What follows belongs to an exercise in optimizing a design on an open flow for small area and a short achievable clock period; a production flow would make more cautious choices. Function was checked by simulation only, so behaviour that the tests miss may differ from the original. Power and IR drop assume default switching activity.

==> inputs of yarrow <==
Design bist_top, start of the top module:
module bist_top #(
    parameter size   = 6,   
    parameter length = 8    
)(
    input  logic               start,
    input  logic               rst,
    input  logic               clk,
    input  logic               csin,
    input  logic               rwbarin,
    input  logic               opr,
    input  logic [size-1:0]    address,
    input  logic [length-1:0]  datain,
    output logic [length-1:0]  dataout,
    output logic               fail
);
    function automatic logic [7:0] pat(input logic [2:0] s);
        case (s)
            3'd0: pat = 8'hAA;
            3'd1: pat = 8'h55;
            3'd2: pat = 8'hF0;
            3'd3: pat = 8'h0F;
            3'd4: pat = 8'h00;
            3'd5: pat = 8'hFF;
            3'd6: pat = 8'hCC;
            default: pat = 8'h33;
        endcase
    endfunction
    logic       test;
    logic [9:0] q;
    logic       cout;
    logic       test_nx;
    logic [9:0] q_nx;
    logic       cout_nx;
    assign test_nx = test ? !cout : start;
    assign {cout_nx, q_nx} = test ? {1'b0, q} + 11'd1 : 11'd0;
    always_ff @(posedge clk or posedge rst) begin
        if (rst)
            test <= 1'b0;
        else
            test <= test_nx;
    end
    always_ff @(posedge clk) begin
        {cout, q} <= {cout_nx, q_nx};
    end
    logic [7:0] ptn;
    assign ptn = pat(q[2:0]);
    logic              cs, we;
    logic [length-1:0] wdata;
    assign cs    = test | csin;
    assign we    = test ? !q[6] : (csin && !rwbarin);
    assign wdata = test ? ptn : datain;
    logic       ntest, en_wr;
    logic [5:0] address_n;
    logic [7:0] qd_rrow, qd_wrow, qd_col, rrow_n, wrow_n, col_n;
    assign ntest = !test;
    assign en_wr = ntest && csin && !rwbarin;
    always_comb
        for (int j = 0; j < 8; j++) begin
            qd_rrow[j] = test && (q[5:3] == j);
  ...
Settings: LEC_CHECK=0, CAP_MARGIN=20, CORE_MARGIN=2, CORE_UTILIZATION=60, CTS_BUF_LIST=sky130_fd_sc_hd__clkbuf_8, CTS_CLUSTER_DIAMETER=80, CTS_CLUSTER_SIZE=14, SETUP_SLACK_MARGIN=3.15, SLEW_MARGIN=20, SYNTH_HIERARCHICAL=1; clock period 6.0 ns.
standard.sh (not shown) runs the stock make flow with config.mk's settings and CLKGATE_MAP_FILE= SYNTH_SCRIPT=/design/flow/synth_recipe.tcl, a recipe that flattens the netlist after the stock synthesis.
==> flow/flow/run.sh <==
#!/bin/bash
# Layout flow: the standard synthesis (standard.sh synth), then its
# standard layout with two changes for the steps after synthesis: the port
# buffers are buf_4 cells, and the slow low-power inverters and delay cells
# are added to the platform's don't-use list so that the resizer does not
# pick them. Each step's full output goes to its own log.
set -euo pipefail
work=$(pwd)
bash standard.sh synth > "$work/synth.log" 2>&1
bash standard.sh \
    "DONT_USE_CELLS=sky130_fd_sc_hd__probe_p_8 sky130_fd_sc_hd__probec_p_8 sky130_fd_sc_hd__lpflow_bleeder_1 sky130_fd_sc_hd__lpflow_clkbufkapwr_1 sky130_fd_sc_hd__lpflow_clkbufkapwr_16 sky130_fd_sc_hd__lpflow_clkbufkapwr_2 sky130_fd_sc_hd__lpflow_clkbufkapwr_4 sky130_fd_sc_hd__lpflow_clkbufkapwr_8 sky130_fd_sc_hd__lpflow_clkinvkapwr_1 sky130_fd_sc_hd__lpflow_clkinvkapwr_16 sky130_fd_sc_hd__lpflow_clkinvkapwr_2 sky130_fd_sc_hd__lpflow_clkinvkapwr_4 sky130_fd_sc_hd__lpflow_clkinvkapwr_8 sky130_fd_sc_hd__lpflow_decapkapwr_12 sky130_fd_sc_hd__lpflow_decapkapwr_3 sky130_fd_sc_hd__lpflow_decapkapwr_4 sky130_fd_sc_hd__lpflow_decapkapwr_6 sky130_fd_sc_hd__lpflow_decapkapwr_8 sky130_fd_sc_hd__lpflow_inputiso0n_1 sky130_fd_sc_hd__lpflow_inputiso0p_1 sky130_fd_sc_hd__lpflow_inputiso1n_1 sky130_fd_sc_hd__lpflow_inputiso1p_1 sky130_fd_sc_hd__lpflow_inputisolatch_1 sky130_fd_sc_hd__lpflow_isobufsrc_1 sky130_fd_sc_hd__lpflow_isobufsrc_16 sky130_fd_sc_hd__lpflow_isobufsrc_2 sky130_fd_sc_hd__lpflow_isobufsrc_4 sky130_fd_sc_hd__lpflow_isobufsrc_8 sky130_fd_sc_hd__lpflow_isobufsrckapwr_16 sky130_fd_sc_hd__lpflow_lsbuf_lh_hl_isowell_tap_1 sky130_fd_sc_hd__lpflow_lsbuf_lh_hl_isowell_tap_2 sky130_fd_sc_hd__lpflow_lsbuf_lh_hl_isowell_tap_4 sky130_fd_sc_hd__lpflow_lsbuf_lh_isowell_4 sky130_fd_sc_hd__lpflow_lsbuf_lh_isowell_tap_1 sky130_fd_sc_hd__lpflow_lsbuf_lh_isowell_tap_2 sky130_fd_sc_hd__lpflow_lsbuf_lh_isowell_tap_4 sky130_fd_sc_hd__fill_1 sky130_fd_sc_hd__fill_2 sky130_fd_sc_hd__fill_4 sky130_fd_sc_hd__fill_8 sky130_fd_sc_hd__conb_1 sky130_fd_sc_hd__clkinvlp_2 sky130_fd_sc_hd__clkinvlp_4 sky130_fd_sc_hd__clkdlybuf4s15_1 sky130_fd_sc_hd__clkdlybuf4s15_2 sky130_fd_sc_hd__clkdlybuf4s18_1 sky130_fd_sc_hd__clkdlybuf4s18_2 sky130_fd_sc_hd__clkdlybuf4s25_1 sky130_fd_sc_hd__clkdlybuf4s25_2 sky130_fd_sc_hd__clkdlybuf4s50_1 sky130_fd_sc_hd__clkdlybuf4s50_2 sky130_fd_sc_hd__dlygate4sd1_1 sky130_fd_sc_hd__dlygate4sd2_1 sky130_fd_sc_hd__dlygate4sd3_1 sky130_fd_sc_hd__dlymetal6s2s_1 sky130_fd_sc_hd__dlymetal6s4s_1 sky130_fd_sc_hd__dlymetal6s6s_1" \
    "BUFFER_PORTS_ARGS=-buffer_cell sky130_fd_sc_hd__buf_4" \
    finish > "$work/layout.log" 2>&1
==> xenon: changes against yarrow <==
--- a/flow/design.v
+++ b/flow/design.v
@@ -22,54 +22,45 @@
     output logic       y
 );
     assign y = |(d & s);
 endmodule
 module rdbit (
     input  logic [63:0] d,
     input  logic [63:0] rsel,
-    input  logic        wbit,
-    input  logic        byp,
-    output logic        y_rd,
     output logic        y
 );
     logic [7:0] s;
     logic [3:0] t;
-    logic       keep, wb_n;
     genvar k;
     generate
         for (k = 0; k < 8; k++) begin : g_s
             ao8 u (.d(d[8*k+7:8*k]), .s(rsel[8*k+7:8*k]), .y(s[k]));
         end
         for (k = 0; k < 4; k++) begin : g_t
             g_nor2 u (.a(s[2*k]), .b(s[2*k+1]), .y(t[k]));
         end
     endgenerate
-    g_nand4 u_rd (.a(t[0]), .b(t[1]), .c(t[2]), .d(t[3]), .y(y_rd));
-    g_a41o  u_k  (.a(t[0]), .b(t[1]), .c(t[2]), .d(t[3]), .e(byp), .y(keep));
-    g_nand2 u_wb (.a(wbit), .b(byp), .y(wb_n));
-    g_nand2 u_y  (.a(keep), .b(wb_n), .y(y));
+    g_nand4 u_y (.a(t[0]), .b(t[1]), .c(t[2]), .d(t[3]), .y(y));
 endmodule
 module g_inv   (input logic a, output logic y);                   assign y = !a;                          endmodule
 module g_or2   (input logic a, b, output logic y);                assign y = a || b;                      endmodule
 module g_nor2  (input logic a, b, output logic y);                assign y = !(a || b);                   endmodule
 module g_nand2 (input logic a, b, output logic y);                assign y = !(a && b);                   endmodule
 module g_nor3  (input logic a, b, c, output logic y);             assign y = !(a || b || c);              endmodule
 module g_nand3 (input logic a, b, c, output logic y);             assign y = !(a && b && c);              endmodule
-module g_and4  (input logic a, b, c, d, output logic y);          assign y = a && b && c && d;            endmodule
 module g_nand4 (input logic a, b, c, d, output logic y);          assign y = !(a && b && c && d);         endmodule
 module g_xnor2 (input logic a, b, output logic y);                assign y = !(a ^ b);                    endmodule
 module g_aoi22 (input logic a0, b0, a1, b1, output logic y);      assign y = !((a0 && b0) || (a1 && b1)); endmodule
 module g_aoi222 (input logic a0, b0, a1, b1, a2, b2, output logic y);
     assign y = !((a0 && b0) || (a1 && b1) || (a2 && b2));
 endmodule
 module g_a41oi (input logic a, b, c, d, e, output logic y);       assign y = !((a && b && c && d) || e);  endmodule
 module g_and2  (input logic a, b, output logic y);                assign y = a && b;                      endmodule
 module g_a21o  (input logic a, b, c, output logic y);             assign y = (a && b) || c;               endmodule
 module g_o21ai (input logic a, b, c, output logic y);             assign y = !((a || b) && c);            endmodule
-module g_a41o  (input logic a, b, c, d, e, output logic y);       assign y = (a && b && c && d) || e;     endmodule
 module g_a31o  (input logic a, b, c, d, output logic y);          assign y = (a && b && c) || d;          endmodule
 module g_a32o  (input logic a, b, c, d, e, output logic y);       assign y = (a && b && c) || (d && e);   endmodule
 module bist_top #(
     parameter size   = 6,   
     parameter length = 8    
 )(
     input  logic               start,
@@ -149,29 +140,29 @@
     endgenerate
     logic [length-1:0] ram [0:63];
     always_ff @(posedge clk) begin
         for (int w = 0; w < 64; w++)
             if (wsel[w])
                 ram[w] <= wdata;
     end
-    logic [length-1:0] rd, rd_w;
+    logic [length-1:0] rd;
     genvar gb, gx;
     generate
         for (gb = 0; gb < length; gb++) begin : g_rd
             logic [63:0] col;
             for (gx = 0; gx < 64; gx++) begin : g_w
                 assign col[gx] = ram[gx][gb];
             end
-            rdbit u_rd (.d(col), .rsel(rsel), .wbit(wdata[gb]), .byp(we), .y_rd(rd[gb]), .y(rd_w[gb]));
+            rdbit u_rd (.d(col), .rsel(rsel), .y(rd[gb]));
         end
     endgenerate
     logic [length-1:0] rdata;
     always_ff @(posedge clk) begin
         if (cs)
-            rdata <= rd_w;
+            rdata <= we ? wdata : rd;
     end
     logic [7:0] ptn_nx, mism_n;
     logic       chk_n, fa_lo_d, fa_hi_d;
     assign ptn_nx = pat(q_nx[2:0]);
     assign chk_n  = !(test && !cout && q[6] && q_nx[6]);
     generate
         for (gb = 0; gb < length; gb++) begin : g_cmp
==> flow/run.sh (new file) <==
#!/bin/bash
# synth_recipe.tcl (not shown) runs the flow's synth.tcl, then flattens the netlist and writes it again
# the make line also repeats each setting of config.mk as NAME=value (left out here)
make -C /OpenROAD-flow-scripts/flow DESIGN_CONFIG=/design/flow/config.mk WORK_HOME=/design/flow/orfs CLKGATE_MAP_FILE= SYNTH_SCRIPT=/design/flow/synth_recipe.tcl finish
==> flow/config.mk (replaced) <==
export PLATFORM = sky130hd
export DESIGN_NAME = bist_top
export DESIGN_NICKNAME = bist_top
export VERILOG_FILES = /design/flow/design.v
export SDC_FILE = /design/flow/constraint.sdc
export NUM_CORES = 4
export LEC_CHECK = 0
export CAP_MARGIN = 20
export CORE_MARGIN = 2
export CORE_UTILIZATION = 50
export CTS_BUF_LIST = sky130_fd_sc_hd__clkbuf_8
export CTS_CLUSTER_DIAMETER = 80
export CTS_CLUSTER_SIZE = 14
export SETUP_SLACK_MARGIN = 3.0
export SLEW_MARGIN = 20
export SYNTH_HIERARCHICAL = 1
removed: flow/flow/run.sh
removed: flow/standard.sh
==> summary of the runs <==
Against xenon, the clock skew of yarrow is higher by 0.013 ns.
Between xenon and yarrow, the lower hold slack is in yarrow (gap 0.0093 ns).
First-iteration DRC count: yarrow is larger than xenon (28%).
In xenon the cell count is higher than in yarrow, by about 3%.
Synthesized cell count: xenon is smaller than yarrow (1.4%).
Against xenon, the utilization of yarrow is higher by 12 points.
Wire length: xenon is higher than yarrow (about 2%).

========
==> 09-22: inputs <==
bist_top again, from the RTL that the note above started with.
## bist_top
module bist_top #(
    parameter size   = 6,   
    parameter length = 8    
)(
    input  logic               start,
    input  logic               rst,
    input  logic               clk,
    input  logic               csin,
    input  logic               rwbarin,
    input  logic               opr,
    input  logic [size-1:0]    address,
    input  logic [length-1:0]  datain,
    output logic [length-1:0]  dataout,
    output logic               fail
);
    function automatic logic [7:0] pat(input logic [2:0] s);
        case (s)
            3'd0: pat = 8'hAA;
            3'd1: pat = 8'h55;
            3'd2: pat = 8'hF0;
            3'd3: pat = 8'h0F;
            3'd4: pat = 8'h00;
            3'd5: pat = 8'hFF;
            3'd6: pat = 8'hCC;
            default: pat = 8'h33;
        endcase
    endfunction
    logic       test;
    logic [9:0] q;
    logic       cout;
    logic       test_nx;
    logic [9:0] q_nx;
    logic       cout_nx;
    assign test_nx = test ? !cout : start;
    assign {cout_nx, q_nx} = test ? {1'b0, q} + 11'd1 : 11'd0;
    always_ff @(posedge clk or posedge rst) begin
        if (rst)
            test <= 1'b0;
        else
            test <= test_nx;
    end
    always_ff @(posedge clk) begin
        {cout, q} <= {cout_nx, q_nx};
    end
    logic [7:0] ptn;
    assign ptn = pat(q[2:0]);
    logic              cs, we;
    logic [length-1:0] wdata;
    assign cs    = test | csin;
    assign we    = test ? !q[6] : (csin && !rwbarin);
  ...
==> flow/config.mk <==
export PLATFORM = sky130hd
export DESIGN_NAME = bist_top
export DESIGN_NICKNAME = bist_top
export VERILOG_FILES = /design/flow/design.v
export SDC_FILE = /design/flow/constraint.sdc
export NUM_CORES = 4
export LEC_CHECK = 0
export CAP_MARGIN = 20
export CORE_MARGIN = 2
export CORE_UTILIZATION = 60
export CTS_BUF_LIST = sky130_fd_sc_hd__clkbuf_8
export CTS_CLUSTER_DIAMETER = 80
export CTS_CLUSTER_SIZE = 16
export SETUP_SLACK_MARGIN = 3.15
export SLEW_MARGIN = 20
export SYNTH_HIERARCHICAL = 1
==> flow/constraint.sdc <==
create_clock -name core_clock -period 6.0 [get_ports {clk}]
set_input_delay 1.2000 -clock core_clock [delete_from_list [all_inputs] [get_ports {clk}]]
set_output_delay 1.2000 -clock core_clock [all_outputs]
set_load 0.01 [all_outputs]
==> flow/flow/run.sh <==
#!/bin/bash
# Layout flow: the standard synthesis (standard.sh synth), then its
# standard layout with two changes for the steps after synthesis: the port
# buffers are buf_4 cells, and the slow low-power inverters and delay cells
# are added to the platform's don't-use list so that the resizer does not
# pick them. Each step's full output goes to its own log.
set -euo pipefail
work=$(pwd)
bash standard.sh synth > "$work/synth.log" 2>&1
bash standard.sh \
    "DONT_USE_CELLS=sky130_fd_sc_hd__probe_p_8 sky130_fd_sc_hd__probec_p_8 sky130_fd_sc_hd__lpflow_bleeder_1 sky130_fd_sc_hd__lpflow_clkbufkapwr_1 sky130_fd_sc_hd__lpflow_clkbufkapwr_16 sky130_fd_sc_hd__lpflow_clkbufkapwr_2 sky130_fd_sc_hd__lpflow_clkbufkapwr_4 sky130_fd_sc_hd__lpflow_clkbufkapwr_8 sky130_fd_sc_hd__lpflow_clkinvkapwr_1 sky130_fd_sc_hd__lpflow_clkinvkapwr_16 sky130_fd_sc_hd__lpflow_clkinvkapwr_2 sky130_fd_sc_hd__lpflow_clkinvkapwr_4 sky130_fd_sc_hd__lpflow_clkinvkapwr_8 sky130_fd_sc_hd__lpflow_decapkapwr_12 sky130_fd_sc_hd__lpflow_decapkapwr_3 sky130_fd_sc_hd__lpflow_decapkapwr_4 sky130_fd_sc_hd__lpflow_decapkapwr_6 sky130_fd_sc_hd__lpflow_decapkapwr_8 sky130_fd_sc_hd__lpflow_inputiso0n_1 sky130_fd_sc_hd__lpflow_inputiso0p_1 sky130_fd_sc_hd__lpflow_inputiso1n_1 sky130_fd_sc_hd__lpflow_inputiso1p_1 sky130_fd_sc_hd__lpflow_inputisolatch_1 sky130_fd_sc_hd__lpflow_isobufsrc_1 sky130_fd_sc_hd__lpflow_isobufsrc_16 sky130_fd_sc_hd__lpflow_isobufsrc_2 sky130_fd_sc_hd__lpflow_isobufsrc_4 sky130_fd_sc_hd__lpflow_isobufsrc_8 sky130_fd_sc_hd__lpflow_isobufsrckapwr_16 sky130_fd_sc_hd__lpflow_lsbuf_lh_hl_isowell_tap_1 sky130_fd_sc_hd__lpflow_lsbuf_lh_hl_isowell_tap_2 sky130_fd_sc_hd__lpflow_lsbuf_lh_hl_isowell_tap_4 sky130_fd_sc_hd__lpflow_lsbuf_lh_isowell_4 sky130_fd_sc_hd__lpflow_lsbuf_lh_isowell_tap_1 sky130_fd_sc_hd__lpflow_lsbuf_lh_isowell_tap_2 sky130_fd_sc_hd__lpflow_lsbuf_lh_isowell_tap_4 sky130_fd_sc_hd__fill_1 sky130_fd_sc_hd__fill_2 sky130_fd_sc_hd__fill_4 sky130_fd_sc_hd__fill_8 sky130_fd_sc_hd__conb_1 sky130_fd_sc_hd__clkinvlp_2 sky130_fd_sc_hd__clkinvlp_4 sky130_fd_sc_hd__clkdlybuf4s15_1 sky130_fd_sc_hd__clkdlybuf4s15_2 sky130_fd_sc_hd__clkdlybuf4s18_1 sky130_fd_sc_hd__clkdlybuf4s18_2 sky130_fd_sc_hd__clkdlybuf4s25_1 sky130_fd_sc_hd__clkdlybuf4s25_2 sky130_fd_sc_hd__clkdlybuf4s50_1 sky130_fd_sc_hd__clkdlybuf4s50_2 sky130_fd_sc_hd__dlygate4sd1_1 sky130_fd_sc_hd__dlygate4sd2_1 sky130_fd_sc_hd__dlygate4sd3_1 sky130_fd_sc_hd__dlymetal6s2s_1 sky130_fd_sc_hd__dlymetal6s4s_1 sky130_fd_sc_hd__dlymetal6s6s_1" \
    "BUFFER_PORTS_ARGS=-buffer_cell sky130_fd_sc_hd__buf_4" \
    finish > "$work/layout.log" 2>&1
==> 07-15 (differences from 09-22) <==
--- a/flow/flow/run.sh
+++ b/flow/flow/run.sh
@@ -4,5 +4,6 @@
 # buffers are buf_4 cells, and the slow low-power inverters and delay cells
 # are added to the platform's don't-use list so that the resizer does not
-# pick them. Each step's full output goes to its own log.
+# pick them. The floorplan step removes synthesis buffers instead of
+# repairing timing before placement. Each step's full output goes to its own log.
 set -euo pipefail
 work=$(pwd)
@@ -11,3 +12,4 @@
     "DONT_USE_CELLS=sky130_fd_sc_hd__probe_p_8 sky130_fd_sc_hd__probec_p_8 sky130_fd_sc_hd__lpflow_bleeder_1 sky130_fd_sc_hd__lpflow_clkbufkapwr_1 sky130_fd_sc_hd__lpflow_clkbufkapwr_16 sky130_fd_sc_hd__lpflow_clkbufkapwr_2 sky130_fd_sc_hd__lpflow_clkbufkapwr_4 sky130_fd_sc_hd__lpflow_clkbufkapwr_8 sky130_fd_sc_hd__lpflow_clkinvkapwr_1 sky130_fd_sc_hd__lpflow_clkinvkapwr_16 sky130_fd_sc_hd__lpflow_clkinvkapwr_2 sky130_fd_sc_hd__lpflow_clkinvkapwr_4 sky130_fd_sc_hd__lpflow_clkinvkapwr_8 sky130_fd_sc_hd__lpflow_decapkapwr_12 sky130_fd_sc_hd__lpflow_decapkapwr_3 sky130_fd_sc_hd__lpflow_decapkapwr_4 sky130_fd_sc_hd__lpflow_decapkapwr_6 sky130_fd_sc_hd__lpflow_decapkapwr_8 sky130_fd_sc_hd__lpflow_inputiso0n_1 sky130_fd_sc_hd__lpflow_inputiso0p_1 sky130_fd_sc_hd__lpflow_inputiso1n_1 sky130_fd_sc_hd__lpflow_inputiso1p_1 sky130_fd_sc_hd__lpflow_inputisolatch_1 sky130_fd_sc_hd__lpflow_isobufsrc_1 sky130_fd_sc_hd__lpflow_isobufsrc_16 sky130_fd_sc_hd__lpflow_isobufsrc_2 sky130_fd_sc_hd__lpflow_isobufsrc_4 sky130_fd_sc_hd__lpflow_isobufsrc_8 sky130_fd_sc_hd__lpflow_isobufsrckapwr_16 sky130_fd_sc_hd__lpflow_lsbuf_lh_hl_isowell_tap_1 sky130_fd_sc_hd__lpflow_lsbuf_lh_hl_isowell_tap_2 sky130_fd_sc_hd__lpflow_lsbuf_lh_hl_isowell_tap_4 sky130_fd_sc_hd__lpflow_lsbuf_lh_isowell_4 sky130_fd_sc_hd__lpflow_lsbuf_lh_isowell_tap_1 sky130_fd_sc_hd__lpflow_lsbuf_lh_isowell_tap_2 sky130_fd_sc_hd__lpflow_lsbuf_lh_isowell_tap_4 sky130_fd_sc_hd__fill_1 sky130_fd_sc_hd__fill_2 sky130_fd_sc_hd__fill_4 sky130_fd_sc_hd__fill_8 sky130_fd_sc_hd__conb_1 sky130_fd_sc_hd__clkinvlp_2 sky130_fd_sc_hd__clkinvlp_4 sky130_fd_sc_hd__clkdlybuf4s15_1 sky130_fd_sc_hd__clkdlybuf4s15_2 sky130_fd_sc_hd__clkdlybuf4s18_1 sky130_fd_sc_hd__clkdlybuf4s18_2 sky130_fd_sc_hd__clkdlybuf4s25_1 sky130_fd_sc_hd__clkdlybuf4s25_2 sky130_fd_sc_hd__clkdlybuf4s50_1 sky130_fd_sc_hd__clkdlybuf4s50_2 sky130_fd_sc_hd__dlygate4sd1_1 sky130_fd_sc_hd__dlygate4sd2_1 sky130_fd_sc_hd__dlygate4sd3_1 sky130_fd_sc_hd__dlymetal6s2s_1 sky130_fd_sc_hd__dlymetal6s4s_1 sky130_fd_sc_hd__dlymetal6s6s_1" \
     "BUFFER_PORTS_ARGS=-buffer_cell sky130_fd_sc_hd__buf_4" \
+    REMOVE_ABC_BUFFERS=1 \
     finish > "$work/layout.log" 2>&1
CTS_CLUSTER_SIZE = 14   (was 16)
SETUP_SLACK_MARGIN = 3.0   (was 3.15)
==> results.txt <==
Outcome -> no timing/DRC/antenna violations
Critical-path top delay cell -> nor3b_4
NetSw -> 0.003371 W
Crit path required time -> 6.21 ns
Max rail drop VDD -> 0.5290 mV
Worst R2R End -> fa_hi
Least-Margin Pin Slew -> 1.044 ns
Crit path arrival time -> 3.22 ns
# the run above: 09-22

==> results.txt <==
Worst Setup EP -> fa_lo
HP Class -> register to register
Max rail drop VDD -> 0.4389 mV
Crit path arrival time -> 3.59 ns
NetSw -> 0.003350 W
Outcome -> no timing/DRC/antenna violations
Crit path max-delay family -> simple AND/OR/NAND/NOR gates
Critical-path top delay cell -> dfrtp_4
Least-Margin Pin Slew -> 1.104 ns
Crit path required time -> 6.45 ns
# the run above: 07-15

re-timing with driven ports:
In the flow no input, the clock included, has a driving cell. The finished layouts below were timed again as built, in two steps.
Step 1: set_driving_cell puts a clkbuf_16 on clk and a buf_2 on each other input, an assumption about the parent block.
Step 2, shift: input delay + t, output delay - t, t = (earliest + latest rising clock arrival at the registers) / 2. This alone moves slack from input paths to output paths.
Slacks: ideal / step 1 / step 2; pairs: ideal / step 1.
run | t (ns) | setup slack, ns | worst hold slack (ns)
yarrow | 0.639 | 3.051 / 2.988 / 2.467 | 0.459 / 0.459 / 0.459
xenon | 0.674 | 2.917 / 2.917 / 2.263 | 0.468 / 0.468 / 0.468
09-22 | 0.622 | 2.992 / 2.955 / 2.368 | 0.473 / 0.473 / 0.473
07-15 | 0.643 | 2.861 / 2.861 / 2.251 | 0.451 / 0.451 / 0.451
After both steps every run listed still meets setup and hold. For xenon, which loses most, drivers alone change the setup slack by 0.000 ns; drivers and shift together by -0.654 ns.
